Background: an optimization exercise with open tools, aiming at small area. Do not read the settings as production practice.
Where RTL was checked, it was by simulation tests only, not by an equivalence proof against the original.
Power figures rest on the tool's default switching activity, not on a simulated workload.

==> flow/design.v (excerpt) <==
module wb_slave #(
	parameter ADDR_WIDTH = 16,
	parameter DATA_WIDTH = 32,
	parameter GRANULE = 8,
	parameter REGISTER_NUM = 16,
	localparam SEL_WIDTH = DATA_WIDTH / GRANULE
	) (
	input  wire rst_i,
	input  wire clk_i,
	input  wire [ADDR_WIDTH-1:0] adr_i,
	input  wire [DATA_WIDTH-1:0] dat_i,
	output reg  [DATA_WIDTH-1:0] dat_o,
	input  wire [SEL_WIDTH-1:0]  sel_i,
	input  wire we_i,
	input  wire stb_i,
	output wire ack_o,
	output wire err_o,
	output wire stall_o,
	input  wire cyc_i
	);
Settings: LEC_CHECK=0, CAP_MARGIN=20, CORE_MARGIN=2, CORE_UTILIZATION=40, CTS_BUF_LIST=sky130_fd_sc_hd__clkbuf_16, CTS_CLUSTER_DIAMETER=100, CTS_CLUSTER_SIZE=30, SLEW_MARGIN=20, SYNTH_HIERARCHICAL=1; clock period 5.0 ns.
standard.sh (not shown) runs the stock make flow with config.mk's settings and CLKGATE_MAP_FILE= SYNTH_SCRIPT=/design/flow/synth_recipe.tcl, a recipe that flattens the netlist after the stock synthesis.
==> flow/flow/run.sh <==
#!/bin/bash
# The standard layout (standard.sh, with its standard synthesis), with two
# changes passed to ORFS through its own variables:
#  - port buffers use the smallest buffer cell instead of the resizer's pick;
#  - clock tree: larger sink clusters of clkbuf_16 and no dummy loads.
# The full output of the run goes to layout.log in this folder; ORFS's per-step
# logs stay under orfs/logs/.
set -euo pipefail
export BUFFER_PORTS_ARGS="-buffer_cell sky130_fd_sc_hd__buf_1"
export GPL_KEEP_OVERFLOW=0
export CTS_ARGS="-sink_clustering_enable -repair_clock_nets -sink_clustering_size 30 -sink_clustering_max_diameter 100 -buf_list sky130_fd_sc_hd__clkbuf_16 -dont_use_dummy_load"
bash standard.sh > layout.log 2>&1
The starting point produced a clean layout.
Then changed:
==> flow/flow/run.sh (replaced) <==
#!/bin/bash
# The standard layout (standard.sh, with its standard synthesis), with two
# changes passed to ORFS through its own variables:
#  - port buffers use the smallest buffer cell instead of the resizer's pick;
#  - clock tree: sink clusters of ten under clkbuf_4 and no dummy loads.
# The full output of the run goes to layout.log in this folder; ORFS's per-step
# logs stay under orfs/logs/.
set -euo pipefail
export BUFFER_PORTS_ARGS="-buffer_cell sky130_fd_sc_hd__buf_1"
export GPL_KEEP_OVERFLOW=0
export CTS_ARGS="-sink_clustering_enable -repair_clock_nets -sink_clustering_size 10 -sink_clustering_max_diameter 100 -buf_list sky130_fd_sc_hd__clkbuf_4 -dont_use_dummy_load"
bash standard.sh > layout.log 2>&1
Result: Final area shrinks by 0.51%; setup slack got worse by 0.17 ns; fmax shrinks by 3.6%.

== run 1 ==
Another version of the RTL of wb_slave (not shown whole).
For scale: about 460 flip-flops, ~92 I/O pins, ~16,000 um^2 of cells after synthesis.
Settings: LEC_CHECK=0, CAP_MARGIN=20, CORE_MARGIN=2, CORE_UTILIZATION=40, CTS_BUF_LIST=sky130_fd_sc_hd__clkbuf_4, CTS_CLUSTER_SIZE=50, SLEW_MARGIN=20, SYNTH_HIERARCHICAL=1; clock period 5.0 ns.
run.sh (not shown) runs the stock make flow with config.mk's settings and CLKGATE_MAP_FILE= SYNTH_SCRIPT=/design/flow/synth_recipe.tcl, a recipe that flattens the netlist after the stock synthesis.
Stock flow here: none of the scripts above is used.
--- input diff run 1..run 2 ---
# run 1
export LEC_CHECK = 0
export CAP_MARGIN = 20
export CORE_MARGIN = 2
export CORE_UTILIZATION = 40
export CTS_BUF_LIST = sky130_fd_sc_hd__clkbuf_4
export CTS_CLUSTER_SIZE = 50
export SLEW_MARGIN = 20
export SYNTH_HIERARCHICAL = 1
create_clock -name core_clock -period 5.0 [get_ports {clk_i}]
# run 2
export LEC_CHECK = 0
export CAP_MARGIN = 20
export CORE_MARGIN = 2
export CORE_UTILIZATION = 40
export SLEW_MARGIN = 20
export SYNTH_HIERARCHICAL = 1
create_clock -name core_clock -period 5.0 [get_ports {clk_i}]
--- outcome ---
- Going from run 1 to run 2, hold slack level, clock latency on the worst-skew pair shrank by 0.21 ns, wire length on met2 fell about 0.9%.
Setup changes, run 2 to run 3
# run 2
export LEC_CHECK = 0
export CAP_MARGIN = 20
export CORE_MARGIN = 2
export CORE_UTILIZATION = 40
export SLEW_MARGIN = 20
export SYNTH_HIERARCHICAL = 1
create_clock -name core_clock -period 5.0 [get_ports {clk_i}]
# run 3
export LEC_CHECK = 0
export CAP_MARGIN = 20
export CORE_MARGIN = 2
export CORE_UTILIZATION = 40
export CTS_BUF_LIST = sky130_fd_sc_hd__clkbuf_16
export CTS_CLUSTER_DIAMETER = 100
export CTS_CLUSTER_SIZE = 30
export SLEW_MARGIN = 20
export SYNTH_HIERARCHICAL = 1
create_clock -name core_clock -period 5.0 [get_ports {clk_i}]
## What came out
- Comparing post-detailed-routing wire length for run 2 and run 3, the smaller number came from run 3.
- Diff run 2..run 3 | sequential cell area | unchanged
- On final worst-path setup slack, run 2 and run 3 are neck and neck.
- Power share of the combinational group up 1.1 points in run 3 wrt run 2
- Run 3 has global-route usage below what run 2 had.
Edits applied to the flow inputs when going from run 3 to run 4:
==> flow/flow/run.sh (new file) <==
#!/bin/bash
# The standard layout (standard.sh, with its standard synthesis), with two
# changes passed to ORFS through its own variables:
#  - port buffers use the smallest buffer cell instead of the resizer's pick;
#  - clock tree: larger sink clusters of clkbuf_16 and no dummy loads.
# The full output of the run goes to layout.log in this folder; ORFS's per-step
# logs stay under orfs/logs/.
set -euo pipefail
export BUFFER_PORTS_ARGS="-buffer_cell sky130_fd_sc_hd__buf_1"
export CTS_ARGS="-sink_clustering_enable -repair_clock_nets -sink_clustering_size 30 -sink_clustering_max_diameter 100 -buf_list sky130_fd_sc_hd__clkbuf_16 -dont_use_dummy_load"
bash standard.sh > layout.log 2>&1
==> flow/standard.sh (new file) <==
#!/bin/bash
# synth_recipe.tcl (not shown) runs the flow's synth.tcl, then flattens the netlist and writes it again
# the make line also repeats each setting of config.mk as NAME=value (left out here)
make -C /OpenROAD-flow-scripts/flow DESIGN_CONFIG=/design/flow/config.mk WORK_HOME=/design/flow/orfs CLKGATE_MAP_FILE= SYNTH_SCRIPT=/design/flow/synth_recipe.tcl "${@:-finish}"
removed: flow/run.sh
- Run 4 did not stop at any stage, and its layout met the timing, design-rule and antenna checks.
- Of run 4 and run 3, run 4 shows the higher worst setup slack, with run 3 below it.
- Run 4 gives less design internal power than run 3 did.
- When the final numbers for run 4 and run 3 were put side by side, the worst-margin pin slew turned out to be greater in run 4.
- The capture point of the worst path comes out dat_o[2] in one run and dat_o[24] in the other, namely in run 4 and run 3 respectively.
- In the final reports, the cell area of run 4 is smaller than that of run 3.
- Changes observed in run 4 relative to run 3: combinational cell fraction of total power lost 0.3 points; first-pass GRT wire length held steady; overall power lost about 3.3%.
- STATUS wire length after detailed routing: run 4 loses against run 3
- Delta (run 4 minus run 3): final critical-path required period now smaller; layout overhead on the synthesized area has decreased.
No functional check of the RTL was part of any run of this note.

## what the ideal ports hide
How much do the figures lean on ideal ports? The routed layouts below were timed once more, with nothing changed but the port constraints.
Step 1 assumes that a clkbuf_16 drives the clock port and a buf_2 every other input.
Step 2 also shifts input and output timing later by t, the mid clock arrival at the registers, as if the neighbouring blocks saw the same clock.
Slacks: ideal / step 1 / step 2; pairs: ideal / step 1.
| run | t, ns | setup slack, ns | pins driven straight from the clock port |
|---|---|---|---|
| the first run of note 1 | 0.564 | 0.367 / 0.314 / 0.382 | 1 |
| the second run of note 1 | 0.831 | 0.194 / 0.145 / 0.238 | 1 |
| run 1 | 0.833 | 0.172 / 0.125 / 0.763 | 1 |
| run 2 | 0.631 | 0.345 / 0.287 / 0.716 | 1 |
| run 3 | 0.587 | 0.342 / 0.288 / 0.770 | 1 |
| run 4 | 0.568 | 0.751 / 0.694 / 1.180 | 1 |
After both steps setup and hold are still met in every run listed.
